This is an optimization exercise on Yosys and OpenROAD, whose aim is small area, a short achievable clock period and few clock cycles per item, not a production implementation.
In this exercise RTL edits were held to simulation tests only and were not proved equivalent to the original.
No activity file was given, so power comes from the tool's default toggle rates.

[config.mk]
export PLATFORM = sky130hd
export DESIGN_NAME = Processor
export DESIGN_NICKNAME = Processor
export VERILOG_FILES = /design/flow/design.v
export SDC_FILE = /design/flow/constraint.sdc
export NUM_CORES = 4
export LEC_CHECK = 0
export CAP_MARGIN = 20
export CORE_MARGIN = 2
export CORE_UTILIZATION = 65
export CTS_CLUSTER_DIAMETER = 70
export CTS_CLUSTER_SIZE = 20
export SETUP_SLACK_MARGIN = 3.6
export SLEW_MARGIN = 20
[run.sh]
#!/bin/bash
# synth_recipe.tcl (not shown) runs the flow's synth.tcl, then flattens the netlist and writes it again
# the make line also repeats each setting of config.mk as NAME=value (left out here)
make -C /OpenROAD-flow-scripts/flow DESIGN_CONFIG=/design/flow/config.mk WORK_HOME=/design/flow/orfs CLKGATE_MAP_FILE= SYNTH_SCRIPT=/design/flow/synth_recipe.tcl finish
[constraint.sdc]
create_clock -name core_clock -period 6.0 [get_ports {clk}]
set_input_delay 1.2000 -clock core_clock [delete_from_list [all_inputs] [get_ports {clk}]]
set_output_delay 1.2000 -clock core_clock [all_outputs]
set_load 0.01 [all_outputs]
[design.v]
module Processor(clk , rst , imem_addr , imem_data , IR , Loaded , Stored , Out , valid) ;
	input clk ;
	input rst ;
	input [15:0] imem_data ;
	output [15:0] imem_addr ;
	output reg valid ;
	output reg [15:0] Out , Stored , Loaded ;
	output reg [15:0] IR ;
	localparam [255:0] RINIT = {
		16'h1984, 16'h3994, 16'h0CDE, 16'h1CBA, 16'h0102, 16'h1A32, 16'h0414, 16'h22DA,
		16'h1C86, 16'h22E0, 16'h0001, 16'h1C3A, 16'h00AA, 16'h0030, 16'h0020, 16'h0010 } ;
	localparam [255:0] MINIT = {
		16'h1984, 16'h0000, 16'h0CDE, 16'h0000, 16'h0102, 16'h1A32, 16'h0000, 16'h22DA,
		16'h0000, 16'h0000, 16'h0000, 16'h1C3A, 16'h00AA, 16'h0000, 16'h0020, 16'h0001 } ;
	reg [15:0] pc ;
	assign imem_addr = pc ;
	reg [255:0] rf ;    
	reg [255:0] dm ;    
	reg rst_q ;
	reg [15:0] IRd ;
	reg [3:0] d_rb ;      
	reg d_sub ;
	reg [15:0] ra_oh , rb_oh ;    
	reg vd ;
	always @(posedge clk) begin
		IRd <= imem_data ;
		d_rb <= (imem_data[15:12] == 4'd6) ? imem_data[11:8] : imem_data[3:0] ;
		d_sub <= (imem_data[15:12] == 4'd1) ;
		ra_oh <= 16'd1 << imem_data[7:4] ;
		rb_oh <= 16'd1 << ((imem_data[15:12] == 4'd6) ? imem_data[11:8] : imem_data[3:0]) ;
		rst_q <= rst ;
		if (rst) begin
			pc <= 16'd0 ;
			vd <= 1'b0 ;
		end else begin
			pc <= pc + 16'd1 ;
			vd <= 1'b1 ;
		end
	end
	wire [3:0] d_op  = IRd[15:12] ;
	wire [3:0] d_rs1 = IRd[7:4] ;
	wire d_and   = (d_op == 4'd2) ;
	wire d_or    = (d_op == 4'd3) ;
	wire d_xor   = (d_op == 4'd4) ;
	wire d_load  = (d_op == 4'd5) ;
	wire d_store = (d_op == 4'd6) ;
	wire d_sum   = !(d_and || d_or || d_xor || d_load || d_store) ;
	reg [15:0] A , Bx ;   
	reg [15:0] IRe ;
	reg ve ;
	reg c_sub , c_and , c_or , c_xor , c_ld , c_st , c_sum ;
	reg ww ;              
	reg [3:0] wrd ;
	wire [15:0] res ;     
	reg [15:0] Am ;       
	reg [15:0] wen ;      
	wire e_wr = ve && !c_st ;    
	wire fwa = e_wr && (IRe[11:8] == d_rs1) ;
	wire fwb = e_wr && (IRe[11:8] == d_rb) ;
	reg [15:0] rda , rdb ;
	integer k ;
	always @* begin
		rda = 16'd0 ;
		rdb = 16'd0 ;
		for (k = 0 ; k < 16 ; k = k + 1) begin
			rda = rda | ({16{ra_oh[k]}} & rf[16*k +: 16]) ;
			rdb = rdb | ({16{rb_oh[k]}} & rf[16*k +: 16]) ;
		end
	end
	wire [15:0] rfa = (ww && wrd == d_rs1) ? Out : rda ;
	wire [15:0] rfb = (ww && wrd == d_rb) ? Out : rdb ;
	wire [15:0] opb = fwb ? res : rfb ;
	always @(posedge clk) begin
		A <= fwa ? res : rfa ;
		Am <= 16'd1 << (fwa ? res[3:0] : rfa[3:0]) ;
		wen <= {16{rst}} | ({16{e_wr}} & (16'd1 << IRe[11:8])) ;
		Bx <= d_sub ? ~opb : opb ;
		IRe <= IRd ;
		c_sub <= d_sub ;
		c_and <= d_and ;
		c_or <= d_or ;
		c_xor <= d_xor ;
		c_sum <= d_sum ;
		c_ld <= d_load && vd && !rst ;
		c_st <= d_store && vd && !rst ;
		ve <= vd && !rst ;
	end
	wire [16:0] sum = {A, 1'b1} + {Bx, c_sub} ;    
	reg [15:0] mrd ;
	integer m ;
	always @* begin
		mrd = 16'd0 ;
		for (m = 0 ; m < 16 ; m = m + 1) mrd = mrd | ({16{Am[m]}} & dm[16*m +: 16]) ;
	end
	assign res = ({16{c_sum}} & sum[16:1]) | ({16{c_and}} & (A & Bx)) | ({16{c_or}} & (A | Bx)) |
	             ({16{c_xor}} & (A ^ Bx)) | ({16{c_ld}} & mrd) | ({16{c_st}} & Bx) ;
	wire [15:0] rf_wd_0 = Out & {16{~rst_q}} ;    
	wire [15:0] rf_wd_1 = Out | {16{rst_q}} ;     
	wire [15:0] dm_wd_0 = Bx & {16{~rst_q}} ;
	wire [15:0] dm_wd_1 = Bx | {16{rst_q}} ;
	genvar gi , gj ;
	generate
		for (gi = 0 ; gi < 16 ; gi = gi + 1) begin : row
			wire rf_en = wen[gi] ;
			wire dm_en = rst_q | (c_st && Am[gi]) ;
			for (gj = 0 ; gj < 16 ; gj = gj + 1) begin : col
				always @(posedge clk) begin
					if (rf_en) rf[16*gi + gj] <= RINIT[16*gi + gj] ? rf_wd_1[gj] : rf_wd_0[gj] ;
					if (dm_en) dm[16*gi + gj] <= MINIT[16*gi + gj] ? dm_wd_1[gj] : dm_wd_0[gj] ;
				end
			end
		end
	endgenerate
	always @(posedge clk) begin
		if (rst) begin
			valid <= 1'b0 ;
			ww <= 1'b0 ;
		end else begin
			valid <= ve ;
			ww <= e_wr ;
		end
		if (rst_q) begin
			Loaded <= 16'd0 ;
			Stored <= 16'd0 ;
		end else begin
			if (c_ld) Loaded <= mrd ;
			if (c_st) Stored <= Bx ;
		end
		wrd <= IRe[11:8] ;
		IR <= IRe ;
		Out <= res ;
	end
endmodule
==> results.toml, run 1 <==
[synth]
syn-num-nets = 2183
netlist_area_um2 = 28900
synth_area_leaders = "edfxtp_1 (53%), dfxtp_1 (16%), a22oi_1 (5.2%), a221oi_1 (2.9%), a22o_1 (2.9%)"
synth-main-ff-cell = "edfxtp_1"
synthCells = 2131
synthMuxAreaShare_pct = 1.17
synthDistinctLibCells = 69
seq_area_frac_synth_pct = 68.9
synth-edff-count = 512
syn_avg_cell_area_um2 = 13.5
synth_fa_ha_area_share_pct = 1.50
yosys.area.top_type = "edfxtp_1"
synth-compound-area-share_pct = 15.7
synth-simple-area-share_pct = 8.31
ys_async_sr_fraction_pct = 0
yosys_warnings = 1
synth_xor_area_share_pct = 1.55
synth_top_area_share_pct = 53.3
synth_seq_cells = 737
synth_top_family_by_area = "compound AO/OA/AOI/OAI gates"

[finish]
area_growth_pct = 12.0
nets = 2255
reg_top3 = "dm (256), rf (256)"
final_util_pct = 73.4
mostFrequentLayoutCells = "edfxtp_1 (512), a22oi_1 (201), nor2_1 (136)"
fill_cells = 2851
final_common_cell = "edfxtp_1"
layout-drive-gt1-share_pct = 19.7

[clock_network]
h-tree-depth = 2
numCtsBuffers = 44
cts_hold_buf = 0
clkTransAtPathRegs_ns = 0.09
cts_tree = "done"
clock-sinks = 737
clockBufferDepth = 3
clk_latency_ns = 0.61
cts_root_buffer = "clkbuf_16"

[global_route]
grt_usage_pct = 37.7
grt_pass1_vias = 19544
grt_remaining_overflow = 0
grt_max_degree = 80
grt_pass1_wl_um = 127000
antenna_found_initial = 2

[setup_path]
cp-end-kind = "register"
required_ns = 6.53
critPathMaxFanout = 5
reg2reg_depth = 9
worstReg2RegEnd = "Bx[9]"
path_class = "reg -> reg"
r2r-start = "Bx[3]"
start_kind = "register"
r2r_slack_ns = 3.58
crit_arrival_ns = 2.95

[timing]
hold_viol = 0
setup_viol = 0
clock_skew_ns = 0.0306
fmax_mhz = 414
min_period_ns = 2.42
report.final.slew_viol_count = 0
slew_headroom_pct = 18.9
fin_tns_setup_ns = 0
worst_pin_slew_ns = 1.22
rsz0062_at_grt = "yes"
fin_crit_sh_pct = 40.3

[place]
port_buffers = 98
dp_hpwl_um = 51000
routabilityCongestion = 0.920

[min_path]
hold_path_class = "reg -> reg"
hold_path_depth = 0
min_from = "IRe[6]"
whs_endpoint = "IR[6]"

[drt]
drc = 0
drt_iter0_drc = 2864
drt_first_pass_iters = 7
routed-via-count = 20049
ant_nets = 0
viasPerCell = 7.10
wirelength_um = 88000
post_drt_wl_per_cell_um = 31.2

[pwr]
irDropWorstVdd_mv = 0.337
powerDensity_nw_per_um2 = 383
p_leak_nw = 11.5

[die]
io_pins = 99
std_cell_rows = 77
die_h_um = 215
start_util_pct = 65.5
fp.dieW_um = 215
dieArea_um2 = 46100
core_area_um2 = 44000

[status]
status = "timing/DRC/antenna clean"

[job]
maxCapViolations = 0
[metal layers]
| layer | track usage [%] | share of wire (%) | vias up |
|---|---|---|---|
| met4 | 19.7 | 6.1 | 0 |
| li1 | - | - | 8379 |
| met5 | 0 | 0 | - |
| met2 | 61.3 | 47 | 1612 |
| met3 | 7.97 | 13 | 378 |
| met1 | 48.1 | 35 | 9680 |
[synthesized netlist by cell type, drive strengths merged, types with 5 or more instances]
| cell | count |
|---|---|
| a21o | 19 |
| nand2 | 90 |
| nand3 | 58 |
| a211oi | 14 |
| and3 | 6 |
| a22o | 96 |
| or3 | 12 |
| a221oi | 105 |
| a22oi | 201 |
| dfxtp | 225 |
| or2 | 36 |
| o21ai | 53 |
| nor2 | 142 |
| nor2b | 27 |
| clkbuf | 120 |
| edfxtp | 512 |
| o211ai | 17 |
| a21oi | 48 |
| nand2b | 20 |
| ha | 33 |
| and4 | 7 |
| o31ai | 7 |
| buf | 37 |
| inv | 50 |
| nor3 | 29 |
| nand4 | 39 |
| o2111ai | 5 |
| mux2i | 22 |
| xor2 | 17 |
| xnor2 | 34 |
| mux2 | 10 |
[power by group]
| group | leakage (nW) | switching [W] | internal, W | total [W] |
|---|---|---|---|---|
| Combinational | 3.82 | 0.00147 | 0.000904 | 0.00237 |
| Sequential | 7.02 | 0.000534 | 0.00641 | 0.00694 |
| Clock | 0.629 | 0.00161 | 0.00145 | 0.00306 |
| Total | 11.5 | 0.00361 | 0.00876 | 0.0124 |
[per-stage QoR]
stage	instances	cell area, µm²	setup WS, ns	hold WS (ns)	total power (W)
6_report	2824	32300	3.58	0.322	0.0124
5_1_grt	2824	32300	3.52	0.330	0.0128
4_1_cts	2809	32000	3.47	0.327	0.0121
3_5_place_dp	2711	30300	2.99	0.313	0.00903
3_3_place_gp	2711	30300	3.03	0.310	0.00897
2_1_floorplan	2131	28900	3.61	0.310	0.00810
[final cells by class]
class	count	area, µm²	area share, %
diodes	1	2.50	0.00774
clock buffers	65	1200	3.72
clock inverters	9	98.8	0.306
inverters	52	201	0.623
multi-input cells	1186	8530	26.4
flip-flops and latches	737	20100	62.1
well taps	592	741	2.29
repair buffers	182	1480	4.58
[cells by family (layout without fill, tap and decap cells)]
group           after synthesis  count (layout)
compound gates              587             587
xor+xnor                     51              51
fa+ha+maj                    34              34
buf+inv                     209             308
flops                       737             737
mux                          32              32
other cells                   0               1
simple gates                481             482
[repair_timing]
item / CTS / global route
gates resized for setup: 367 / 97
cloned: 1 / 0
endpoints found under the setup margin: 127 / 71
setup buffers: 23 / 13
pin swaps: 13 / 19
[worst max-delay path: stages (launching register included)]
cell      delay (ns)
dfxtp_4         0.39
inv_2           0.06
ha_4            0.31
nand2_1         0.08
o211ai_1        0.49
a21oi_2         0.21
xnor2_1         0.18
a211o_1         0.33
o21ai_2         0.16
xnor2_1         0.12
[worst max-delay path by stage]
stage                  start        to  slack [ns]  cells past startpoint
2_1_floorplan  imem_data[15]  rb_oh[0]        3.61                      4
3_3_place_gp   imem_data[15]  rb_oh[0]        3.03                      5
3_5_place_dp   imem_data[15]  rb_oh[1]        2.99                      5
4_1_cts               Out[4]    Out[4]        3.47                      1
5_1_grt                 A[0]    Bx[13]        3.52                      9
6_report               Bx[3]     Bx[9]        3.58                      9
Testbench counts, summed over its fixed seeds: cycles 3,216, instrs 3,200.
==> run 2: changes to the inputs <==
--- a/config.mk
+++ b/config.mk
@@ -12,3 +12,4 @@
 export CTS_CLUSTER_SIZE = 20
-export SETUP_SLACK_MARGIN = 3.6
+export SETUP_SLACK_MARGIN = 3.7
 export SLEW_MARGIN = 20
+export TNS_END_PERCENT = 5
==> run 2 against run 1 <==
Still clean. Maximum frequency down 0.36%. Utilization about the same. Non-clock buffer count shrank 6. First-iteration DRC count increased by 9.0%. Synthesized area unchanged. Worst hold slack improved by 0.0051 ns. Design area about the same. Sequential power is essentially flat. Via count decreased by 0.78%. Largest cell class unchanged.
==> results.toml, run 2 <==
[clock_network]
clkTransAtPathRegs_ns = 0.09
clockBufferDepth = 3
cts_tree = "done"
clock-sinks = 737
cts_root_buffer = "clkbuf_16"
h-tree-depth = 2
clk_latency_ns = 0.61
numCtsBuffers = 43

[timing]
min_period_ns = 2.43
hold_viol = 0
fin_tns_setup_ns = 0
fin_crit_sh_pct = 40.4
slew_headroom_pct = 14.7
clock_skew_ns = 0.0169
worst_pin_slew_ns = 1.28
fmax_mhz = 412
rsz0062_at_grt = "yes"
report.final.slew_viol_count = 0
setup_viol = 0
whs_ns = 0.327

[global_route]
grt_max_degree = 67
grt_util_met2_pct = 60.6
antenna_found_initial = 1
grt_pass1_wl_um = 126000
grt_remaining_overflow = 0
grt_pass1_vias = 19568
gr-usage-met3_pct = 7.94
top_usage_layer = "met2"
grt_usage_pct = 37.1
met1_usage_pct = 47.7

[pwr]
irDropWorstVdd_mv = 0.331
powerDensity_nw_per_um2 = 384
p_leak_nw = 11.4

[job]
maxCapViolations = 0

[finish]
antenna_cells = 0
nets = 2248
final_common_cell = "edfxtp_1"
layout-drive-gt1-share_pct = 18.1
area_growth_pct = 12.1
reg_top3 = "dm (256), rf (256)"
mostFrequentLayoutCells = "edfxtp_1 (512), a22oi_1 (201), dfxtp_1 (139)"
final_util_pct = 73.5

[setup_path]
crit_top_cell = "o211ai_1"
crit_chain = "inv_2, ha_4, o211ai_1, o21ai_4, o211ai_1, nand2_1, or3_1, a31o_1, a21o_1"
cp-end-kind = "register"
cpPeakStageDelay_ns = 0.40
path_class = "reg -> reg"
critPathMaxFanout = 5
worstReg2RegEnd = "A[14]"
reg2reg_depth = 9
crit_arrival_ns = 2.94
r2r_slack_ns = 3.57
required_ns = 6.51
crit_path_top_delay_cell = "o211ai_1"
r2r-start = "Bx[1]"
start_kind = "register"

[synth]
syn_avg_cell_area_um2 = 13.5
synth-edff-count = 512
netlist_area_um2 = 28900
yosys.area.top_type = "edfxtp_1"
synth-main-ff-cell = "edfxtp_1"
synth_seq_cells = 737
ys_top_cells_by_count = "edfxtp_1 (512), dfxtp_1 (225), a22oi_1 (201), nor2_1 (138), clkbuf_1 (119)"
yosys_warnings = 1
seq_area_frac_synth_pct = 68.9
synthCells = 2131
syn-num-nets = 2183
yosysMostFrequentCell = "edfxtp_1"
synth_top_area_share_pct = 53.3
synth_area_leaders = "edfxtp_1 (53%), dfxtp_1 (16%), a22oi_1 (5.2%), a221oi_1 (2.9%), a22o_1 (2.9%)"
synthDistinctLibCells = 69
ys_async_sr_fraction_pct = 0

[status]
status = "timing/DRC/antenna clean"

[die]
core_area_um2 = 44000
start_util_pct = 65.5
fp.dieW_um = 215
std_cell_rows = 77
die_h_um = 215
io_pins = 99
dieArea_um2 = 46100

[drt]
post_drt_wl_per_cell_um = 30.6
drt_iter0_drc = 3122
wirelength_um = 86300
ant_nets = 0
viasPerCell = 7.05
routed-via-count = 19892
drt_first_pass_iters = 8
drc = 0

[place]
routabilityCongestion = 0.939
dp_hpwl_um = 50400
port_buffers = 98

[min_path]
min_from = "IRe[13]"
hold_path_class = "reg -> reg"
hold_path_depth = 0
whs_endpoint = "IR[13]"
## run 2: changes by cell type in the layout (fill, tap and decap cells not counted), sizes merged, moves of 2 or more
cell | previous run | this run
clkinv | 6 | 4
clkdlybuf4s15 | 39 | 50
buf | 113 | 108
clkbuf | 76 | 74
## run 2: worst max path at each step
| stage | slack [ns] | cells after the start | end | start |
|---|---|---|---|---|
| 4_1_cts | 3.61 | 1 | Loaded[7] | Loaded[7] |
| 3_5_place_dp | 3.08 | 3 | wen[11] | rst |
| 5_1_grt | 3.49 | 9 | A[14] | A[1] |
| 3_3_place_gp | 3.14 | 2 | vd | rst |
| 2_1_floorplan | 3.71 | 10 | A[14] | Bx[13] |
| 6_report | 3.57 | 9 | A[14] | Bx[1] |
## run 2: cells by family after synthesis
kind of cell,Yosys count,share of synthesized area [%]
DFF,737,68.9
muxes,32,1.17
buffers and inverters,209,2.87
adders and majority gates,34,1.50
and+or+nand+nor,481,8.31
AOI/OAI and AO/OA,587,15.7
xor gates and xnor gates,51,1.55
## run 2: layout make-up
cell class	count	area [µm²]
Multi-Input combinational cell	1186	8570
Fill cell	2961	11700
Clock inverter	5	31.3
Sequential cell	737	20100
Tap cell	592	741
Clock buffer	74	1230
Inverter	52	198
Timing Repair Buffer	176	1520
## run 2: power by group
group	switching [W]	internal (W)	leakage (nW)
Clock	0.00162	0.00142	0.610
Combinational	0.00152	0.000953	3.81
Sequential	0.000519	0.00641	7.01
## run 2: timing repair
action,CTS,global route
endpoints found under the setup margin,137,179
pin swaps,16,19
gates resized for setup,399,51
setup buffers,36,4
hold buffers,0,0
endpoints found under the hold margin,0,0
cloned,1,0
## run 2: through the flow
stage	instance area, µm²	setup slack, ns	std cells	power, W
floorplan	28900	3.71	2131	0.00810
global placement	30200	3.14	2701	0.00897
detailed placement	30200	3.08	2701	0.00903
CTS	32100	3.61	2817	0.0122
global route	32300	3.49	2822	0.0128
finish	32300	3.57	2822	0.0124
## run 2: per-layer routing
| layer | vias to the layer above | part of all wire, % | wire length, µm |
|---|---|---|---|
| met4 | 0 | 6.0 | 5160 |
| met2 | 1532 | 47 | 40200 |
| met1 | 9600 | 35 | 30200 |
| met3 | 385 | 13 | 10800 |
| li1 | 8375 | - | - |
| met5 | - | 0 | 0 |
## run 2: critical path, delay by kind of cell, from the launching register on
kind                     cells  cell delay (ns)
AO/OA/AOI/OAI                5             1.21
adder cells (fa/ha/maj)      1             0.23
flip-flops                   1             0.37
buffers and inverters        1             0.05
AND/OR/NAND/NOR              2             0.45
==> run 3: changes to the inputs <==
--- a/config.mk
+++ b/config.mk
@@ -14,2 +14 @@
 export SLEW_MARGIN = 20
-export TNS_END_PERCENT = 5
==> run 3 against run 2 <==
First-iteration DRC count shrank 4.3%. Sequential cell count unchanged. Setup slack improved by 0.035 ns. Largest power group unchanged. Highest routed layer unchanged.
==> results.toml, run 3 <==
[synth]
syn_avg_cell_area_um2 = 13.5
synth_top_area_share_pct = 53.3
syn-num-nets = 2183
synthCells = 2131
yosys_warnings = 1
ys_async_sr_fraction_pct = 0
yosysMostFrequentCell = "edfxtp_1"
synth-main-ff-cell = "edfxtp_1"
netlist_area_um2 = 28900
synthDistinctLibCells = 69
synth_area_leaders = "edfxtp_1 (53%), dfxtp_1 (16%), a22oi_1 (5.2%), a221oi_1 (2.9%), a22o_1 (2.9%)"
synth-edff-count = 512
ys_top_cells_by_count = "edfxtp_1 (512), dfxtp_1 (225), a22oi_1 (201), nor2_1 (138), clkbuf_1 (119)"
seq_area_frac_synth_pct = 68.9
synth_seq_cells = 737
yosys.area.top_type = "edfxtp_1"

[timing]
clock_skew_ns = 0.0205
slew_headroom_pct = 17.4
fin_tns_setup_ns = 0
report.final.slew_viol_count = 0
whs_ns = 0.326
setup_viol = 0
rsz0062_at_grt = "yes"
worst_pin_slew_ns = 1.24
fin_crit_sh_pct = 39.8
hold_viol = 0
min_period_ns = 2.39
fmax_mhz = 418

[drt]
ant_nets = 0
routed-via-count = 19994
wirelength_um = 87200
drt_iter0_drc = 2987
drt_first_pass_iters = 6
viasPerCell = 7.03
drc = 0
post_drt_wl_per_cell_um = 30.6

[clock_network]
clkTransAtPathRegs_ns = 0.08
cts_root_buffer = "clkbuf_16"
cts_hold_buf = 0
numCtsBuffers = 43
clk_latency_ns = 0.61
clockBufferDepth = 3
clock-sinks = 737
cts_tree = "done"
h-tree-depth = 2

[global_route]
grt_pass1_wl_um = 126000
antenna_found_initial = 1
grt_usage_pct = 37.3
grt_remaining_overflow = 0
grt_pass1_vias = 19660
grt_max_degree = 67

[die]
io_pins = 99
std_cell_rows = 77
core_area_um2 = 44000
dieArea_um2 = 46100
start_util_pct = 65.5
die_h_um = 215
fp.dieW_um = 215

[place]
dp_hpwl_um = 50400
port_buffers = 98
routabilityCongestion = 0.939
dpl_cell_area_um2 = 30200

[finish]
reg_top3 = "dm (256), rf (256)"
area_growth_pct = 13.4
final_area_um2 = 32700
layout-drive-gt1-share_pct = 22.5
final_common_cell = "edfxtp_1"
nets = 2271
antenna_cells = 0
final_util_pct = 74.3
mostFrequentLayoutCells = "edfxtp_1 (512), a22oi_1 (201), nor2_1 (135)"

[setup_path]
cpPeakStageDelay_ns = 0.42
reg2reg_depth = 10
start_kind = "register"
cp-end-kind = "register"
required_ns = 6.49
critPathMaxFanout = 4
crit_arrival_ns = 2.88
path_class = "reg -> reg"
r2r-start = "Bx[0]"
worstReg2RegEnd = "Bx[15]"
crit_path_top_delay_cell = "fa_2"
r2r_slack_ns = 3.61
crit_chain = "fa_2, a21oi_2, o211ai_1, buf_4, a2111oi_2, nor3_1, o211ai_1, buf_4, o21ai_2, xnor2_1"

[pwr]
powerDensity_nw_per_um2 = 386
p_total_w = 0.0126
p_leak_nw = 11.7
irDropWorstVdd_mv = 0.334

[min_path]
hold_path_depth = 0
min_from = "IRe[13]"
whs_endpoint = "IR[13]"
hold_path_class = "reg -> reg"

[job]
maxCapViolations = 0

[status]
status = "timing/DRC/antenna clean"
[run 3: report_power, final]
part	total (W)	internal, W	switching (W)	leakage (nW)
registers	0.00693	0.00640	0.000528	7.03
clock network	0.00303	0.00142	0.00161	0.610
logic	0.00266	0.00108	0.00157	4.07
total	0.0126	0.00890	0.00371	11.7
[run 3: critical path, delay by kind of cell (launching register included)]
family | cells | cell delay (ns)
DFF | 1 | 0.38
buffers and inverters | 2 | 0.36
AOI/OAI and AO/OA | 5 | 0.92
adders and majority gates | 1 | 0.42
and+or+nand+nor | 1 | 0.08
xor gates and xnor gates | 1 | 0.12
[run 3: per-layer routing]
| layer | track usage (%) | vias up | wire length (µm) | part of all wire (%) |
|---|---|---|---|---|
| met5 | 0 | - | 0 | 0 |
| met4 | 18.7 | 0 | 5450 | 6.3 |
| met3 | 8.27 | 389 | 10600 | 12 |
| met2 | 60.8 | 1502 | 40500 | 46 |
| met1 | 47.6 | 9688 | 30600 | 35 |
| li1 | - | 8415 | - | - |
[run 3: what timing repair did]
action,in CTS,in global routing
buffers inserted,45,18
gates cloned,1,1
gates resized for setup,563,97
pin swaps,22,23
setup endpoints to repair,137,126
[run 3: cells by family (layout without fill, tap and decap cells)]
logic type,Yosys count,count (layout),synth area share (%)
DFF,737,737,68.9
AOI/OAI and AO/OA,587,587,15.7
and+or+nand+nor,481,483,8.31
buffers and inverters,209,329,2.87
xor gates and xnor gates,51,51,1.55
adders and majority gates,34,34,1.50
muxes,32,32,1.17
[run 3: area by class of cell]
cell class / instances / area [µm²]
flip-flops and latches: 737 / 20100
fillers: 2868 / 11300
multi-input cells: 1187 / 8790
repair buffers: 198 / 1580
clock buffers: 74 / 1230
well taps: 592 / 741
inverters: 52 / 205
clock inverters: 5 / 31.3
[run 3: worst max-delay path by stage]
stage | slack, ns | startpoint | end | depth (start not counted)
after floorplan | 3.71 | Bx[13] | A[14] | 10
after detailed placement | 3.08 | rst | wen[11] | 3
after global routing | 3.56 | Bx[1] | A[14] | 9
after CTS | 3.61 | Out[14] | Out[14] | 1
after global placement | 3.14 | rst | vd | 2
final | 3.61 | Bx[0] | Bx[15] | 10
[run 3: metrics by stage]
step                cells  setup slack, ns
floorplan            2131             3.71
global placement     2701             3.14
detailed placement   2701             3.08
CTS                  2826             3.61
global route         2845             3.56
finish               2845             3.61
==> run 4: changes to the inputs <==
--- a/config.mk
+++ b/config.mk
@@ -10,4 +10,4 @@
 export CORE_UTILIZATION = 65
-export CTS_CLUSTER_DIAMETER = 70
-export CTS_CLUSTER_SIZE = 20
+export CTS_CLUSTER_DIAMETER = 60
+export CTS_CLUSTER_SIZE = 16
 export SETUP_SLACK_MARGIN = 3.7
==> run 4 against run 3 <==
Design area increased by 1.5%. Global-route usage grew 0.13 points. Count of clock-buffer cells in the layout rose by 18. Die area unchanged. Utilization rose by 1.1 points. Total power rose by 3.7%. Maximum frequency rose by 0.37%. Worst hold slack worse by 0.0080 ns. Clock skew is 0.0057 ns higher. Sequential share of layout area is 0.89 points lower. Final cell count grew 0.77%.
==> results.toml, run 4 <==
[setup_path]
r2r-start = "Bx[1]"
r2r_slack_ns = 3.63
path_class = "reg -> out"
endpoint = "Out[14]"
crit_family = "flip-flops"
crit_path_start = "Out[14]"
reg2reg_depth = 10
cp-end-kind = "output pin"
critPathMaxFanout = 4
worst-path-buf-inv = 1
required_ns = 4.80
cpPeakStageDelay_ns = 0.42
crit_arrival_ns = 1.18
path_depth = 1
worstReg2RegEnd = "A[14]"
start_kind = "register"
crit_path_top_delay_cell = "dfxtp_4"
crit_chain = "buf_6"

[clock_network]
clockBufferDepth = 3
numCtsBuffers = 53
h-tree-depth = 2
clkTransAtPathRegs_ns = 0.08
clock-sinks = 737
cts_tree = "done"
cts_root_buffer = "clkbuf_16"
clk_latency_ns = 0.63

[finish]
antenna_cells = 0
multi_input_area_um2 = 8770
layout-drive-gt1-share_pct = 23.3
fill_cells = 2801
final_common_cell = "edfxtp_1"
regArea_um2 = 20100
nets = 2282
mostFrequentLayoutCells = "edfxtp_1 (512), a22oi_1 (201), nor2_1 (135)"
area_growth_pct = 15.1
reg_top3 = "dm (256), rf (256)"
final_area_um2 = 33200

[die]
die_h_um = 215
start_util_pct = 65.5
std_cell_rows = 77
fp.dieW_um = 215
core_area_um2 = 44000
io_pins = 99
dieArea_um2 = 46100

[status]
status = "timing/DRC/antenna clean"

[timing]
fin_crit_sh_pct = 39.7
setup_slack_ns = 3.62
fin_tns_setup_ns = 0
worst_pin_slew_ns = 1.23
slew_headroom_pct = 18.1
hold_viol = 0
fmax_mhz = 420
rsz0062_at_grt = "yes"
report.final.slew_viol_count = 0
min_period_ns = 2.38
setup_viol = 0
clock_skew_ns = 0.0261

[synth]
yosys.area.top_type = "edfxtp_1"
synth_area_leaders = "edfxtp_1 (53%), dfxtp_1 (16%), a22oi_1 (5.2%), a221oi_1 (2.9%), a22o_1 (2.9%)"
synth-edff-count = 512
synth-compound-area-share_pct = 15.7
synth_top_family_by_area = "compound AO/OA/AOI/OAI gates"
synth_fa_ha_area_share_pct = 1.50
synthMuxAreaShare_pct = 1.17
syn_avg_cell_area_um2 = 13.5
synth_seq_cells = 737
synthCells = 2131
ys_async_sr_fraction_pct = 0
ys_top_cells_by_count = "edfxtp_1 (512), dfxtp_1 (225), a22oi_1 (201), nor2_1 (138), clkbuf_1 (119)"
synth_top_area_share_pct = 53.3
synthDistinctLibCells = 69
synth-simple-area-share_pct = 8.31
syn-num-nets = 2183
synth-main-ff-cell = "edfxtp_1"
yosysMostFrequentCell = "edfxtp_1"
synth_xor_area_share_pct = 1.55
yosys_warnings = 1
netlist_area_um2 = 28900
seq_area_frac_synth_pct = 68.9

[min_path]
hold_path_class = "reg -> reg"

[drt]
route.met2.wl_um = 41000
routed-via-count = 20065
drt_iter0_drc = 2839
drt-met1-wl_um = 30600
viasPerCell = 7.00
wirelength_um = 87300
ant_nets = 0
drt_first_pass_iters = 8
post_drt_wl_per_cell_um = 30.4
highest_layer = "met4"
drc = 0
wl_met3_um = 10800

[global_route]
grt_pass1_wl_um = 127000
antenna_found_initial = 1
grt_pass1_vias = 19801
grt_remaining_overflow = 0
grt_max_degree = 67
grt_usage_pct = 37.5

[place]
dp_hpwl_um = 50400
port_buffers = 98
routabilityCongestion = 0.939
dpl_cell_area_um2 = 30200
pre_cts_ws_ns = 3.08

[pwr]
powerDensity_nw_per_um2 = 394
irDropWorstVdd_mv = 0.328
p_leak_nw = 11.9
p_total_w = 0.0131

[job]
maxCapViolations = 0
-- run 4: metrics by stage --
stage	hold WS, ns	utilization (%)	cells
2_1_floorplan	0.310	-	2131
6_report	0.318	75.5	2867
3_5_place_dp	0.313	68.7	2701
5_1_grt	0.323	75.5	2867
4_1_cts	0.314	74.1	2847
3_3_place_gp	0.311	68.7	2701
-- run 4: layout make-up --
class | count | area share, %
Clock buffer | 92 | 4.56
Inverter | 52 | 0.614
Sequential cell | 737 | 60.6
Multi-Input combinational cell | 1187 | 26.4
Timing Repair Buffer | 199 | 5.23
Tap cell | 592 | 2.23
Clock inverter | 8 | 0.324
-- run 4: logic make-up after synthesis --
| kind of cell | after synthesis |
|---|---|
| buffers and inverters | 209 |
| muxes | 32 |
| adders and majority gates | 34 |
| AOI/OAI and AO/OA | 587 |
| DFF | 737 |
| and+or+nand+nor | 481 |
| xor gates and xnor gates | 51 |
-- run 4: per-layer routing --
metal	vias to the layer above	track usage (%)
met5	-	0
met4	0	19.4
met3	352	9.11
met2	1493	60.8
met1	9761	47.1
li1	8459	-
-- run 4: timing repair --
item,CTS,global route
buffers inserted,44,20
setup endpoints to repair,138,120
hold buffers,0,0
cloned,2,0
gates resized for setup,578,112
pin swaps,25,27
-- run 4: power by group --
part	leakage (nW)	internal, W	switching, W
clock network	0.780	0.00179	0.00170
registers	7.03	0.00641	0.000534
logic	4.08	0.00108	0.00157
total	11.9	0.00928	0.00380
-- run 4: worst min-delay path by stage --
stage                     startpoint  endpoint  slack [ns]  cells past startpoint
after CTS                     IRe[7]     IR[7]        0.31                      0
after detailed placement      IRd[1]    IRe[1]        0.31                      0
final                         IRe[7]     IR[7]        0.32                      0
after global placement        IRe[1]     IR[1]        0.31                      0
after global routing          IRe[7]     IR[7]        0.32                      0
after floorplan               IRe[0]     IR[0]        0.31                      0
==> run 5: changes to the inputs <==
--- a/config.mk
+++ b/config.mk
@@ -10,2 +10,3 @@
 export CORE_UTILIZATION = 65
+export CTS_BUF_LIST = sky130_fd_sc_hd__clkbuf_8 sky130_fd_sc_hd__clkbuf_16
 export CTS_CLUSTER_DIAMETER = 60
==> run 5 against run 4 <==
Total power decreased by 0.14%. Maximum frequency rose by 0.17%. Register-to-register slack about the same. Wire length grew 0.72%. Sequential cell count did not move. Design area grew 0.31%. Critical path type unchanged. Largest power group unchanged.
==> results.toml, run 5 <==
[global_route]
antenna_found_initial = 1
grt_remaining_overflow = 0
grt_usage_pct = 37.5
grt_pass1_vias = 19796
grt_pass1_wl_um = 127000
grt_max_degree = 67

[die]
die_h_um = 215
io_pins = 99
std_cell_rows = 77
dieArea_um2 = 46100
start_util_pct = 65.5
fp.dieW_um = 215
core_area_um2 = 44000

[timing]
fin_tns_setup_ns = 0
report.final.slew_viol_count = 0
whs_ns = 0.324
fin_crit_sh_pct = 39.6
min_period_ns = 2.38
hold_viol = 0
setup_viol = 0
worst_pin_slew_ns = 1.25
clock_skew_ns = 0.0218
slew_headroom_pct = 16.7
setup_slack_ns = 3.62
rsz0062_at_grt = "yes"
fmax_mhz = 421

[synth]
synth-compound-area-share_pct = 15.7
synth_top_area_share_pct = 53.3
netlist_area_um2 = 28900
synth_area_leaders = "edfxtp_1 (53%), dfxtp_1 (16%), a22oi_1 (5.2%), a221oi_1 (2.9%), a22o_1 (2.9%)"
yosysMostFrequentCell = "edfxtp_1"
yosys_warnings = 1
synthDistinctLibCells = 69
yosys.area.top_type = "edfxtp_1"
synth-main-ff-cell = "edfxtp_1"
synth-edff-count = 512
synth-simple-area-share_pct = 8.31
synthCells = 2131
ys_async_sr_fraction_pct = 0
synth_seq_cells = 737
syn_avg_cell_area_um2 = 13.5
syn-num-nets = 2183
synth_top_family_by_area = "compound AO/OA/AOI/OAI gates"
synthMuxAreaShare_pct = 1.17
ys_top_cells_by_count = "edfxtp_1 (512), dfxtp_1 (225), a22oi_1 (201), nor2_1 (138), clkbuf_1 (119)"
synth_fa_ha_area_share_pct = 1.50
synth_xor_area_share_pct = 1.55
seq_area_frac_synth_pct = 68.9

[clock_network]
clk_latency_ns = 0.63
clockBufferDepth = 3
cts_tree = "done"
cts_hold_buf = 0
h-tree-depth = 2
clkTransAtPathRegs_ns = 0.08
clock-sinks = 737
cts_root_buffer = "clkbuf_16"
numCtsBuffers = 53

[setup_path]
cpPeakStageDelay_ns = 0.42
crit_family = "flip-flops"
reg2reg_depth = 10
r2r_slack_ns = 3.63
start_kind = "register"
required_ns = 4.80
crit_arrival_ns = 1.18
critPathMaxFanout = 4
path_class = "reg -> out"
crit_chain = "buf_6"
worst-path-buf-inv = 1
worstReg2RegEnd = "A[14]"
crit_path_top_delay_cell = "dfxtp_4"
cp-end-kind = "output pin"
r2r-start = "Bx[1]"

[place]
pre_cts_ws_ns = 3.08
routabilityCongestion = 0.939
port_buffers = 98
dp_hpwl_um = 50400
dp.cells = 2701

[finish]
fill_cells = 2797
layout-drive-gt1-share_pct = 23.7
antenna_cells = 0
reg_top3 = "dm (256), rf (256)"
final_common_cell = "edfxtp_1"
area_growth_pct = 15.5
mostFrequentLayoutCells = "edfxtp_1 (512), a22oi_1 (201), nor2_1 (134)"
fin_cells = 2866
nets = 2281

[drt]
post_drt_wl_per_cell_um = 30.7
viasPerCell = 7.05
routed-via-count = 20204
drt_iter0_drc = 2787
ant_nets = 0
wirelength_um = 87900
drt_first_pass_iters = 9
drc = 0

[job]
maxCapViolations = 0

[status]
status = "timing/DRC/antenna clean"

[pwr]
irDropWorstVdd_mv = 0.329
p_total_w = 0.0131
powerDensity_nw_per_um2 = 392
p_leak_nw = 12.1

[min_path]
hold_path_depth = 0
min_from = "IRd[0]"
whs_endpoint = "IRe[0]"
hold_path_class = "reg -> reg"
## run 5: cell counts after synthesis
No cell type changed its count.
## run 5: final cells by class
class                   count  area, µm²  share of cell area (%)
flip-flops and latches    737      20100                    60.5
multi-input cells        1187       8830                    26.5
repair buffers            198       1780                    5.34
clock buffers              56       1380                    4.14
well taps                 592        741                    2.22
clock inverters            44        243                   0.728
inverters                  52        204                   0.612
## run 5: how the worst max path moves through the flow
| stage | from | endpoint | cells after the start |
|---|---|---|---|
| 3_3_place_gp | rst | vd | 2 |
| 5_1_grt | Bx[1] | A[14] | 10 |
| 2_1_floorplan | Bx[13] | A[14] | 10 |
| 4_1_cts | Out[14] | Out[14] | 1 |
| 6_report | Out[14] | Out[14] | 1 |
| 3_5_place_dp | rst | wen[11] | 3 |
## run 5: power breakdown
part	internal [W]	total (W)	switching (W)
Clock	0.00173	0.00343	0.00170
Combinational	0.00110	0.00268	0.00158
Sequential	0.00641	0.00695	0.000540
## run 5: logic make-up (layout without fill, tap and decap cells)
kind of cell / count (synthesis) / after routing
DFF: 737 / 737
xor gates and xnor gates: 51 / 51
muxes: 32 / 32
adders and majority gates: 34 / 34
buffers and inverters: 209 / 350
AOI/OAI and AO/OA: 587 / 587
and+or+nand+nor: 481 / 483
## run 5: routing by layer
metal  track usage [%]  routed length, µm  vias up
met4              19.4               5270        2
li1                  -                  -     8462
met3              8.95              11000      387
met5                 0                 32        -
met2              60.8              40900     1541
met1              47.2              30700     9812
## run 5: repair_timing
item	in CTS	in global routing
cloned	2	0
pin swaps	25	36
buffers inserted	44	18
setup endpoints to repair	138	122
resized for setup	578	129
## run 5: through the flow
| step | utilization (%) | area [µm²] |
|---|---|---|
| floorplan | - | 28900 |
| global placement | 68.7 | 30200 |
| detailed placement | 68.7 | 30200 |
| CTS | 74.1 | 32600 |
| global route | 75.7 | 33300 |
| finish | 75.7 | 33300 |
==> run 6: changes to the inputs <==
--- a/config.mk
+++ b/config.mk
@@ -10,5 +10,4 @@
 export CORE_UTILIZATION = 65
-export CTS_BUF_LIST = sky130_fd_sc_hd__clkbuf_8 sky130_fd_sc_hd__clkbuf_16
-export CTS_CLUSTER_DIAMETER = 60
-export CTS_CLUSTER_SIZE = 16
+export CTS_CLUSTER_DIAMETER = 70
+export CTS_CLUSTER_SIZE = 30
 export SETUP_SLACK_MARGIN = 3.7
==> run 6 against run 5 <==
Sequential power hardly changed. Synthesized cell count stayed put. Count of clock-buffer cells in the layout is 14 lower. Die area stayed put. Register-to-register slack worse by 0.06 ns. Critical path depth is 10 higher. Final cell count is 0.80% lower. Clock power is 11% lower. Combinational power hardly changed. Wire length is 0.31% lower. Design area is 1.2% lower. Utilization is 0.92 points lower. Largest cell class unchanged.
==> results.toml, run 6 <==
[drt]
drt_first_pass_iters = 6
post_drt_wl_per_cell_um = 30.8
drt_iter0_drc = 2720
ant_nets = 0
drc = 0
viasPerCell = 7.04
wirelength_um = 87600
routed-via-count = 20016

[synth]
netlist_area_um2 = 28900
synth_seq_cells = 737
synthDistinctLibCells = 69
ys_top_cells_by_count = "edfxtp_1 (512), dfxtp_1 (225), a22oi_1 (201), nor2_1 (138), clkbuf_1 (119)"
syn-num-nets = 2183
syn_avg_cell_area_um2 = 13.5
synthCells = 2131
synth-edff-count = 512
seq_area_frac_synth_pct = 68.9
synth_top_area_share_pct = 53.3
synth_area_leaders = "edfxtp_1 (53%), dfxtp_1 (16%), a22oi_1 (5.2%), a221oi_1 (2.9%), a22o_1 (2.9%)"
yosys_warnings = 1
yosys.area.top_type = "edfxtp_1"
synth-main-ff-cell = "edfxtp_1"
yosysMostFrequentCell = "edfxtp_1"
ys_async_sr_fraction_pct = 0

[setup_path]
crit_arrival_ns = 2.90
start_kind = "register"
critPathMaxFanout = 4
required_ns = 6.47
r2r-start = "A[0]"
cp-end-kind = "register"
path_class = "reg -> reg"
r2r_slack_ns = 3.57
worstReg2RegEnd = "Bx[15]"
reg2reg_depth = 11

[job]
maxCapViolations = 0

[finish]
reg_top3 = "dm (256), rf (256)"
mostFrequentLayoutCells = "edfxtp_1 (512), a22oi_1 (199), nor2_1 (132)"
nets = 2277
final_area_um2 = 32900
area_growth_pct = 14.1
antenna_cells = 0
final_common_cell = "edfxtp_1"
layout-drive-gt1-share_pct = 23.8

[clock_network]
cts_root_buffer = "clkbuf_16"
clkTransAtPathRegs_ns = 0.10
cts_tree = "done"
h-tree-depth = 2
clockBufferDepth = 3
numCtsBuffers = 37
cts_hold_buf = 0
clock-sinks = 737
clk_latency_ns = 0.60

[timing]
slew_headroom_pct = 19.0
hold_viol = 0
clock_skew_ns = 0.0212
report.final.slew_viol_count = 0
rsz0062_at_grt = "yes"
setup_viol = 0
min_period_ns = 2.43
fin_crit_sh_pct = 40.5
worst_pin_slew_ns = 1.21
fmax_mhz = 412
fin_tns_setup_ns = 0

[min_path]
hold_path_class = "reg -> reg"
whs_endpoint = "IRe[3]"
hold_path_depth = 0
min_from = "IRd[3]"

[die]
std_cell_rows = 77
dieArea_um2 = 46100
start_util_pct = 65.5
die_h_um = 215
core_area_um2 = 44000
fp.dieW_um = 215
io_pins = 99

[status]
status = "timing/DRC/antenna clean"

[place]
dp_hpwl_um = 50400
routabilityCongestion = 0.939
dpl_cell_area_um2 = 30200
port_buffers = 98

[global_route]
grt_max_degree = 67
antenna_found_initial = 1
grt_pass1_wl_um = 126000
grt_pass1_vias = 19623
grt_usage_pct = 37.4
grt_remaining_overflow = 0

[pwr]
irDropWorstVdd_mv = 0.387
p_leak_nw = 11.8
p_total_w = 0.0127
powerDensity_nw_per_um2 = 385
## run 6: cell types whose count changed in the layout (fill, tap and decap cells not counted), moves of 4 or more
| cell | previous run | this run |
|---|---|---|
| a221oi_1 | 75 | 80 |
| clkbuf_1 | 0 | 4 |
| buf_6 | 71 | 46 |
| inv_1 | 78 | 43 |
| a221oi_2 | 29 | 24 |
| buf_2 | 22 | 42 |
| clkbuf_16 | 54 | 38 |
| buf_4 | 85 | 100 |
| clkinv_8 | 2 | 6 |
## run 6: how the worst max path moves through the flow
stage / startpoint / to / slack (ns) / depth (start not counted)
2_1_floorplan: Bx[13] / A[14] / 3.71 / 10
6_report: A[0] / Bx[15] / 3.57 / 11
4_1_cts: A[0] / A[14] / 3.62 / 9
3_5_place_dp: rst / wen[11] / 3.08 / 3
5_1_grt: A[0] / Bx[15] / 3.51 / 11
3_3_place_gp: rst / vd / 3.14 / 2
## run 6: timing repair
| action | in CTS | in global routing |
|---|---|---|
| endpoints found under the setup margin | 137 | 93 |
| cloned | 2 | 0 |
| resized for setup | 563 | 114 |
| buffers inserted | 48 | 26 |
| pin swaps | 24 | 34 |
## run 6: per-stage QoR
| step | utilization [%] | worst slack (ns) | hold WS (ns) | cells |
|---|---|---|---|---|
| final | 74.8 | 3.57 | 0.333 | 2843 |
| after global routing | 74.8 | 3.51 | 0.342 | 2843 |
| after CTS | 73.2 | 3.62 | 0.337 | 2816 |
| after detailed placement | 68.7 | 3.08 | 0.313 | 2701 |
| after global placement | 68.7 | 3.14 | 0.311 | 2701 |
| after floorplan | - | 3.71 | 0.310 | 2131 |
## run 6: power breakdown
group          total (W)  switching [W]  internal (W)  leakage, nW
logic            0.00269        0.00158       0.00110         4.16
clock network    0.00306        0.00172       0.00134        0.623
registers        0.00693       0.000528       0.00640         7.03
total             0.0127        0.00383       0.00885         11.8
## run 6: logic make-up (layout without fill, tap and decap cells)
| logic type | after synthesis | after routing | synth area share, % |
|---|---|---|---|
| compound gates | 587 | 587 | 15.7 |
| xor+xnor | 51 | 51 | 1.55 |
| flops | 737 | 737 | 68.9 |
| buf+inv | 209 | 327 | 2.87 |
| simple gates | 481 | 483 | 8.31 |
| fa+ha+maj | 34 | 34 | 1.50 |
| mux | 32 | 32 | 1.17 |
## run 6: routing by layer
metal | wire, µm | global-route usage, % | share of wire (%) | vias up
met1 | 30700 | 47.5 | 35 | 9728
li1 | - | - | - | 8425
met2 | 41000 | 61.3 | 47 | 1501
met5 | 0 | 0 | 0 | -
met3 | 10800 | 8.20 | 12 | 362
met4 | 5090 | 18.2 | 5.8 | 0
## run 6: cell type report
cell class                      instances  area [µm²]
Inverter                               52         203
Sequential cell                       737       20100
Clock buffer                           42         966
Fill cell                            2815       11100
Timing Repair Buffer                  210        1750
Clock inverter                         23         324
Tap cell                              592         741
Multi-Input combinational cell       1187        8790
## run 6: critical path, cell delays in order (launching register included)
cell	delay [ns]
dfxtp_2	0.35
buf_4	0.13
fa_2	0.37
a21oi_2	0.19
o211ai_1	0.11
buf_4	0.20
a2111oi_4	0.35
nor3_1	0.08
o211ai_1	0.18
buf_4	0.16
o21ai_2	0.05
xnor2_1	0.12
==> run 7: changes to the inputs <==
--- a/config.mk
+++ b/config.mk
@@ -11,4 +11,5 @@
 export CTS_CLUSTER_DIAMETER = 70
-export CTS_CLUSTER_SIZE = 30
-export SETUP_SLACK_MARGIN = 3.7
+export CTS_CLUSTER_SIZE = 20
+export SETUP_SLACK_MARGIN = 3.75
 export SLEW_MARGIN = 20
+export TNS_END_PERCENT = 10
==> run 7 against run 6 <==
Worst hold slack lost 0.0085 ns. Count of clock-buffer cells in the layout grew 27. Design area grew 1.6%. Maximum frequency shrank 1.9%. Clock skew shrank 0.0038 ns. Synthesized area is the same. Sequential power is essentially flat. Via count grew 1.4%. Critical path type unchanged. Largest cell class unchanged. Largest power group unchanged.
==> results.toml, run 7 <==
[setup_path]
crit_chain = "a21o_1"
r2r-start = "rst_q"
worst-path-buf-inv = 0
crit_arrival_ns = 2.68
cp-end-kind = "register"
crit_family = "compound AO/OA/AOI/OAI gates"
worstReg2RegEnd = "dm[232]"
required_ns = 6.20
start_kind = "register"
cpPeakStageDelay_ns = 1.03
reg2reg_depth = 1
r2r_slack_ns = 3.53
path_class = "reg -> reg"
critPathMaxFanout = 71
crit_path_top_delay_cell = "a21o_1"

[min_path]
whs_endpoint = "IR[4]"
hold_path_depth = 0
min_from = "IRe[4]"
hold_path_class = "reg -> reg"

[die]
core_area_um2 = 44000
dieArea_um2 = 46100
die_h_um = 215
io_pins = 99
start_util_pct = 65.5
fp.dieW_um = 215
std_cell_rows = 77

[pwr]
powerDensity_nw_per_um2 = 383
p_leak_nw = 11.9
seq_power_share_pct = 54.0
switching_share_pct = 29.6
p_int_w = 0.00903
switchingPower_w = 0.00379
irDropWorstVdd_mv = 0.308
p_clk_share_pct = 23.3
p_comb_share_pct = 22.7
p_total_w = 0.0128

[synth]
syn-num-nets = 2183
synthDistinctLibCells = 69
seq_area_frac_synth_pct = 68.9
synth_area_leaders = "edfxtp_1 (53%), dfxtp_1 (16%), a22oi_1 (5.2%), a221oi_1 (2.9%), a22o_1 (2.9%)"
ys_async_sr_fraction_pct = 0
synthCells = 2131
yosys_warnings = 1
synth-main-ff-cell = "edfxtp_1"
netlist_area_um2 = 28900
ys_top_cells_by_count = "edfxtp_1 (512), dfxtp_1 (225), a22oi_1 (201), nor2_1 (138), clkbuf_1 (119)"
synth_seq_cells = 737
yosys.area.top_type = "edfxtp_1"
syn_avg_cell_area_um2 = 13.5
synth-edff-count = 512
yosysMostFrequentCell = "edfxtp_1"
synth_top_area_share_pct = 53.3

[job]
maxCapViolations = 0

[clock_network]
cts_root_buffer = "clkbuf_16"
cts_tree = "done"
clkTransAtPathRegs_ns = 0.08
h-tree-depth = 2
clock-sinks = 737
clk_latency_ns = 0.60
numCtsBuffers = 43
clockBufferDepth = 3

[timing]
hold_viol = 0
clock_skew_ns = 0.0174
worst_pin_slew_ns = 1.30
whs_ns = 0.325
fin_tns_setup_ns = 0
fmax_mhz = 404
min_period_ns = 2.47
setup_viol = 0
report.final.slew_viol_count = 0
fin_crit_sh_pct = 41.2
rsz0062_at_grt = "yes"
slew_headroom_pct = 13.6

[drt]
drt_iter0_drc = 2924
wirelength_um = 89700
routed-via-count = 20292
post_drt_wl_per_cell_um = 31.3
drt_first_pass_iters = 6
viasPerCell = 7.07
ant_nets = 0
drc = 0

[place]
port_buffers = 98
dp_hpwl_um = 51200
routabilityCongestion = 0.933

[global_route]
grt_max_degree = 72
grt_pass1_wl_um = 128000
top_usage_layer = "met2"
grt_util_met2_pct = 61.7
grt_remaining_overflow = 0
antenna_found_initial = 2
gr-usage-met3_pct = 8.75
grt_usage_pct = 38.1
grt_pass1_vias = 19734
met1_usage_pct = 48.0

[finish]
reg_top3 = "dm (256), rf (256)"
mostFrequentLayoutCells = "edfxtp_1 (512), a22oi_1 (200), nor2_1 (135)"
layout-drive-gt1-share_pct = 22.8
antenna_cells = 0
area_growth_pct = 15.9
final_common_cell = "edfxtp_1"
nets = 2302
final_util_pct = 76.0

[status]
status = "timing/DRC/antenna clean"
[run 7: cell counts after synthesis]
Identical to the previous run, type by type.
[run 7: cell type report]
class / instances / area [µm²]
Tap cell: 592 / 741
Clock inverter: 3 / 23.8
Clock buffer: 69 / 1230
Fill cell: 2770 / 10600
Timing Repair Buffer: 229 / 2120
Inverter: 52 / 208
Multi-Input combinational cell: 1187 / 9020
Sequential cell: 737 / 20100
[run 7: stage by stage]
step / cells / instance area (µm²) / setup slack, ns
5_1_grt: 2869 / 33400 / 3.51
3_3_place_gp: 2710 / 30300 / 3.13
2_1_floorplan: 2131 / 28900 / 3.71
4_1_cts: 2818 / 32200 / 3.61
6_report: 2869 / 33400 / 3.53
3_5_place_dp: 2710 / 30300 / 3.07
[run 7: how the worst max path moves through the flow]
stage	slack, ns	to	depth (start not counted)	from
final	3.53	dm[232]	1	rst_q
after detailed placement	3.07	rb_oh[1]	5	imem_data[15]
after floorplan	3.71	A[14]	10	Bx[13]
after global placement	3.13	vd	2	rst
after global routing	3.51	Bx[15]	9	Bx[0]
after CTS	3.61	imem_addr[12]	1	pc[12]
[run 7: what timing repair did]
| action | 4_1_cts | 5_1_grt |
|---|---|---|
| resized for setup | 397 | 197 |
| buffers inserted | 35 | 50 |
| endpoints found under the hold margin | 0 | 0 |
| endpoints found under the setup margin | 228 | 391 |
| hold buffers | 0 | 0 |
| cloned | 1 | 1 |
| pin swaps | 12 | 62 |
[run 7: per-layer routing]
metal / routed length (µm) / part of all wire (%)
met5: 0 / 0
met4: 6020 / 6.7
met3: 10300 / 12
met2: 42100 / 47
met1: 31200 / 35
[run 7: power by group through the flow]
stage / clock network, W / logic [W] / registers, W
after CTS: 0.00301 / 0.00231 / 0.00688
after global routing: 0.00319 / 0.00308 / 0.00697
final: 0.00299 / 0.00291 / 0.00692
after floorplan: 0 / 0.00133 / 0.00677
after global placement: 0 / 0.00202 / 0.00696
after detailed placement: 0 / 0.00207 / 0.00698
[run 7: kinds of logic after synthesis]
family,synth area share (%)
flip-flops,68.9
AO/OA/AOI/OAI,15.7
AND/OR/NAND/NOR,8.31
buffers and inverters,2.87
XOR/XNOR,1.55
adder cells (fa/ha/maj),1.50
multiplexers,1.17
==> run 8: changes to the inputs <==
--- a/config.mk
+++ b/config.mk
@@ -12,4 +12,4 @@
 export CTS_CLUSTER_SIZE = 20
-export SETUP_SLACK_MARGIN = 3.75
+export GPL_ROUTABILITY_DRIVEN = 0
+export SETUP_SLACK_MARGIN = 3.7
 export SLEW_MARGIN = 20
-export TNS_END_PERCENT = 10
==> run 8 against run 7 <==
Synthesized cell count unchanged. Utilization down 1.7 points. Synthesized area unchanged. Largest cell class unchanged. Die area unchanged. Setup slack better by 0.14 ns. Maximum frequency up 5.8%. Global-route usage down 0.36 points. Sequential share of layout area up 1.5 points. Wire length down 1.9%. Non-clock buffer count down 29.
==> results.toml, run 8 <==
[setup_path]
worst-path-buf-inv = 1
path_depth = 8
crit_path_top_delay_cell = "a221oi_1"
cp-end-kind = "register"
endpoint = "Bx[13]"
r2r-start = "Am[8]"
crit_chain = "buf_4, a22o_1, a221oi_1, nand4_1, a211oi_2, nand3_2, a21oi_1, xnor2_1"
cpPeakStageDelay_ns = 0.35
crit_arrival_ns = 2.85
r2r_slack_ns = 3.66
start_kind = "register"
worstReg2RegEnd = "Bx[13]"
critPathMaxFanout = 17
required_ns = 6.51
path_class = "reg -> reg"
crit_path_start = "Am[8]"
crit_family = "compound AO/OA/AOI/OAI gates"
reg2reg_depth = 8

[timing]
whs_ns = 0.319
hold_viol = 0
slew_headroom_pct = 19.3
clock_skew_ns = 0.0235
min_period_ns = 2.34
setup_viol = 0
fmax_mhz = 428
worst_pin_slew_ns = 1.21
rsz0062_at_grt = "yes"
fin_crit_sh_pct = 39.0
fin_tns_setup_ns = 0
report.final.slew_viol_count = 0

[synth]
ys_async_sr_fraction_pct = 0
synth_top_area_share_pct = 53.3
synth-edff-count = 512
yosys.area.top_type = "edfxtp_1"
synth_area_leaders = "edfxtp_1 (53%), dfxtp_1 (16%), a22oi_1 (5.2%), a221oi_1 (2.9%), a22o_1 (2.9%)"
ys_top_cells_by_count = "edfxtp_1 (512), dfxtp_1 (225), a22oi_1 (201), nor2_1 (138), clkbuf_1 (119)"
yosys_warnings = 1
synthDistinctLibCells = 69
syn-num-nets = 2183
syn_avg_cell_area_um2 = 13.5
yosysMostFrequentCell = "edfxtp_1"
seq_area_frac_synth_pct = 68.9
synth_seq_cells = 737
synthCells = 2131
synth-main-ff-cell = "edfxtp_1"
netlist_area_um2 = 28900

[finish]
final_common_cell = "edfxtp_1"
nets = 2274
layout-drive-gt1-share_pct = 22.4
reg_top3 = "dm (256), rf (256)"
antenna_cells = 0
final_util_pct = 74.2
mostFrequentLayoutCells = "edfxtp_1 (512), a22oi_1 (201), nor2_1 (135)"
area_growth_pct = 13.3

[min_path]
min_from = "IRd[0]"
hold_path_class = "reg -> reg"

[global_route]
grt_pass1_wl_um = 127000
antenna_found_initial = 3
grt_max_degree = 72
grt_pass1_vias = 19703
grt_usage_pct = 37.8
grt_remaining_overflow = 0

[die]
start_util_pct = 65.5
die_h_um = 215
std_cell_rows = 77
io_pins = 99
fp.dieW_um = 215
core_area_um2 = 44000
dieArea_um2 = 46100

[drt]
drt_iter0_drc = 3027
wirelength_um = 88000
drc = 0
post_drt_wl_per_cell_um = 30.9
viasPerCell = 7.07
drt_first_pass_iters = 6
routed-via-count = 20122
ant_nets = 0

[clock_network]
clk_latency_ns = 0.61
clkTransAtPathRegs_ns = 0.08
clock-sinks = 737
clockBufferDepth = 3
numCtsBuffers = 44
cts_tree = "done"
cts_root_buffer = "clkbuf_16"
h-tree-depth = 2
cts_hold_buf = 0

[place]
dp_hpwl_um = 50700
port_buffers = 98

[status]
status = "timing/DRC/antenna clean"

[job]
maxCapViolations = 0

[pwr]
p_leak_nw = 11.7
irDropWorstVdd_mv = 0.257
powerDensity_nw_per_um2 = 384
==> run 8: cell counts after synthesis <==
No cell type changed its count.
==> run 8: cells by family after synthesis <==
group | Yosys count | synth area share [%]
flops | 737 | 68.9
compound gates | 587 | 15.7
simple gates | 481 | 8.31
buf+inv | 209 | 2.87
xor+xnor | 51 | 1.55
fa+ha+maj | 34 | 1.50
mux | 32 | 1.17
==> run 8: power by group <==
part           total (W)  switching (W)  internal, W  leakage (nW)
logic            0.00255        0.00153      0.00102          4.08
clock network    0.00306        0.00163      0.00143         0.626
registers        0.00693       0.000533      0.00640          7.03
total             0.0125        0.00369      0.00885          11.7
==> run 8: cell type report <==
type,instances,area (µm²)
Multi-Input combinational cell,1187,8720
Tap cell,592,741
Sequential cell,737,20100
Clock buffer,71,1230
Fill cell,2876,11300
Timing Repair Buffer,200,1610
Clock inverter,8,60.1
Inverter,52,204
==> run 8: worst min path at each step <==
stage	slack, ns	to	depth (start not counted)
after CTS	0.32	IRe[0]	0
final	0.32	IRe[0]	0
after floorplan	0.31	IR[0]	0
after detailed placement	0.31	IR[3]	0
after global routing	0.32	IRe[0]	0
after global placement	0.31	IR[2]	0
==> run 8: per-layer routing <==
layer  global-route usage, %  share of wire (%)
met1                    47.7                 34
met3                    9.12                 13
met4                    18.7                6.1
met2                    61.5                 47
met5                       0                  0
==> run 8: worst register-to-register path: stages, from the launching register on <==
cell	delay (ns)
dfxtp_1	0.31
buf_4	0.25
a22o_1	0.28
a221oi_1	0.35
nand4_1	0.30
a211oi_2	0.34
nand3_2	0.13
a21oi_1	0.17
xnor2_1	0.13
==> run 8: what timing repair did <==
item,CTS,global route
gates resized for setup,552,94
pin swaps,23,27
hold endpoints to repair,0,0
setup endpoints to repair,138,141
cloned,1,1
buffers inserted,42,16
==> run 8: through the flow <==
stage          setup WS [ns]  std cells  instance area (µm²)  power (W)
2_1_floorplan           3.71       2131                28900    0.00810
3_3_place_gp            3.13       2707                30300    0.00896
3_5_place_dp            3.07       2707                30300    0.00903
4_1_cts                 3.63       2829                32200     0.0123
5_1_grt                 3.58       2847                32700     0.0130
6_report                3.66       2847                32700     0.0125
==> run 9: changes to the inputs <==
--- a/config.mk
+++ b/config.mk
@@ -9,3 +9,3 @@
 export CORE_MARGIN = 2
-export CORE_UTILIZATION = 65
+export CORE_UTILIZATION = 68
 export CTS_CLUSTER_DIAMETER = 70
==> run 9 against run 8 <==
Count of clock-buffer cells in the layout grew 2. Worst hold slack gained 0.0088 ns. Sequential cell count is the same. Via count grew 1.1%. Design area is essentially flat. Final cell count shrank 1.4%. First-iteration DRC count grew 19%. Register-to-register slack lost 0.06 ns. Critical endpoint is now Bx[9].
==> results.toml, run 9 <==
[drt]
routed-via-count = 20344
drt_iter0_drc = 3612
viasPerCell = 7.25
ant_nets = 0
wirelength_um = 87400
drt_first_pass_iters = 8
post_drt_wl_per_cell_um = 31.1
drc = 0

[setup_path]
path_class = "reg -> reg"
r2r_slack_ns = 3.60
cp-end-kind = "register"
crit_arrival_ns = 2.86
worstReg2RegEnd = "Bx[9]"
r2r-start = "A[0]"
critPathMaxFanout = 4
reg2reg_depth = 9
required_ns = 6.46
start_kind = "register"

[finish]
layout-drive-gt1-share_pct = 23.3
final_area_um2 = 32700
area_growth_pct = 13.2
final_common_cell = "edfxtp_1"
fill_cells = 2480
nets = 2287
mostFrequentLayoutCells = "edfxtp_1 (512), a22oi_1 (201), nor2_1 (135)"
reg_top3 = "dm (256), rf (256)"

[clock_network]
clk_latency_ns = 0.61
cts_tree = "done"
cts_hold_buf = 0
cts_root_buffer = "clkbuf_16"
clockBufferDepth = 3
h-tree-depth = 2
clock-sinks = 737
clkTransAtPathRegs_ns = 0.08
numCtsBuffers = 43

[synth]
syn_avg_cell_area_um2 = 13.5
synth-main-ff-cell = "edfxtp_1"
synth-edff-count = 512
synth_seq_cells = 737
yosys_warnings = 1
yosysMostFrequentCell = "edfxtp_1"
synthCells = 2131
seq_area_frac_synth_pct = 68.9
yosys.area.top_type = "edfxtp_1"
netlist_area_um2 = 28900
syn-num-nets = 2183
ys_async_sr_fraction_pct = 0
synthDistinctLibCells = 69
synth_area_leaders = "edfxtp_1 (53%), dfxtp_1 (16%), a22oi_1 (5.2%), a221oi_1 (2.9%), a22o_1 (2.9%)"
ys_top_cells_by_count = "edfxtp_1 (512), dfxtp_1 (225), a22oi_1 (201), nor2_1 (138), clkbuf_1 (119)"
synth_top_area_share_pct = 53.3

[die]
io_pins = 99
std_cell_rows = 75
die_h_um = 210
dieArea_um2 = 44100
fp.dieW_um = 210
start_util_pct = 68.8
core_area_um2 = 41900

[global_route]
grt_pass1_vias = 19708
antenna_found_initial = 0
grt_pass1_wl_um = 127000
grt_usage_pct = 39.5
grt_remaining_overflow = 0
grt_max_degree = 65

[timing]
rsz0062_at_grt = "yes"
min_period_ns = 2.40
hold_viol = 0
report.final.slew_viol_count = 0
slew_headroom_pct = 15.5
fin_tns_setup_ns = 0
fin_crit_sh_pct = 40.0
worst_pin_slew_ns = 1.27
setup_viol = 0
fmax_mhz = 417
clock_skew_ns = 0.0246

[job]
maxCapViolations = 0

[place]
dpl_cell_area_um2 = 30100
dp_hpwl_um = 49800
port_buffers = 98

[pwr]
irDropWorstVdd_mv = 0.448
p_leak_nw = 11.8
powerDensity_nw_per_um2 = 385

[min_path]
hold_path_class = "reg -> reg"
whs_endpoint = "IRe[10]"
min_from = "IRd[10]"
hold_path_depth = 0

[status]
status = "timing/DRC/antenna clean"
==> run 9: final cells by class <==
type / instances / area [µm²] / share of cell area (%)
Antenna cell: 1 / 2.50 / 0.00766
Clock buffer: 73 / 1240 / 3.80
Clock inverter: 4 / 28.8 / 0.0881
Inverter: 52 / 206 / 0.632
Multi-Input combinational cell: 1187 / 8730 / 26.7
Sequential cell: 737 / 20100 / 61.7
Tap cell: 539 / 674 / 2.06
Timing Repair Buffer: 214 / 1640 / 5.02
==> run 9: worst max path at each step <==
| stage | startpoint | depth (start not counted) | slack (ns) | endpoint |
|---|---|---|---|---|
| finish | A[0] | 9 | 3.60 | Bx[9] |
| detailed placement | imem_data[13] | 5 | 3.09 | rb_oh[1] |
| global placement | imem_data[15] | 5 | 3.14 | rb_oh[1] |
| floorplan | Bx[13] | 10 | 3.71 | A[14] |
| CTS | A[0] | 8 | 3.65 | Bx[15] |
| global route | Bx[9] | 9 | 3.50 | Bx[11] |
==> run 9: cells by family after synthesis <==
logic type | Yosys count | synth area share [%]
compound gates | 587 | 15.7
xor+xnor | 51 | 1.55
mux | 32 | 1.17
simple gates | 481 | 8.31
fa+ha+maj | 34 | 1.50
buf+inv | 209 | 2.87
flops | 737 | 68.9
==> run 9: repair_timing <==
item / in CTS / in global routing
endpoints found under the setup margin: 206 / 107
resized for setup: 544 / 106
setup buffers: 48 / 40
hold endpoints to repair: 0 / 0
pin swaps: 20 / 35
cloned: 2 / 0
==> run 9: critical path, stage by stage (launching register included) <==
cell and delay [ns]:
dfxtp_2 0.35, fa_2 0.42, a21oi_4 0.20, o211ai_1 0.22
buf_4 0.22, a21oi_4 0.19, xnor2_1 0.10, a211o_1 0.32
o21ai_1 0.17, xnor2_1 0.07
==> run 9: per-stage QoR <==
| step | hold WS, ns | instances | setup slack (ns) | power (W) | utilization [%] |
|---|---|---|---|---|---|
| 2_1_floorplan | 0.310 | 2131 | 3.71 | 0.00810 | - |
| 3_3_place_gp | 0.310 | 2639 | 3.14 | 0.00893 | 71.8 |
| 3_5_place_dp | 0.312 | 2639 | 3.09 | 0.00901 | 71.8 |
| 4_1_cts | 0.330 | 2766 | 3.65 | 0.0122 | 76.3 |
| 5_1_grt | 0.335 | 2806 | 3.50 | 0.0130 | 77.9 |
| 6_report | 0.328 | 2807 | 3.60 | 0.0126 | 77.9 |
==> run 9: metal layers <==
| metal | global-route usage [%] | part of all wire, % |
|---|---|---|
| met5 | 0 | 0 |
| met4 | 20.5 | 6.1 |
| met3 | 10.8 | 14 |
| met1 | 49.5 | 34 |
| met2 | 63.4 | 46 |
==> run 9: power by group <==
group | total [W] | switching (W) | internal (W)
sequential | 0.00698 | 0.000579 | 0.00641
combinational | 0.00257 | 0.00151 | 0.00106
clock | 0.00302 | 0.00160 | 0.00142
total | 0.0126 | 0.00368 | 0.00889

what the ideal ports hide:
How much do the figures lean on ideal ports? The routed layouts below were timed once more, with nothing changed but the port constraints.
Step 1, drivers: a clkbuf_16 drives clk and a buf_2 each remaining input, both assumed.
Step 2, shift: input delay + t, output delay - t, t = (earliest + latest rising clock arrival at the registers) / 2. This alone moves slack from input paths to output paths.
Three values: ideal ports, drivers, drivers and shift; two values: the first two.
| run | t (ns) | setup WS [ns] | cell pins on the clock port's net |
|---|---|---|---|
| run 1 | 0.652 | 3.584 / 3.560 / 3.059 | 1 |
| run 2 | 0.659 | 3.575 / 3.552 / 3.080 | 1 |
| run 3 | 0.658 | 3.610 / 3.587 / 3.137 | 1 |
| run 4 | 0.682 | 3.619 / 3.560 / 3.130 | 1 |
| run 5 | 0.682 | 3.623 / 3.563 / 3.079 | 1 |
| run 6 | 0.647 | 3.573 / 3.573 / 3.139 | 1 |
| run 7 | 0.656 | 3.527 / 3.527 / 3.109 | 1 |
| run 8 | 0.651 | 3.663 / 3.630 / 3.135 | 1 |
| run 9 | 0.655 | 3.600 / 3.600 / 3.158 | 1 |
After both steps setup and hold are still met in every run listed. The setup slack of run 5, which loses most, moves by -0.060 ns with the drivers and by -0.544 ns with both steps.
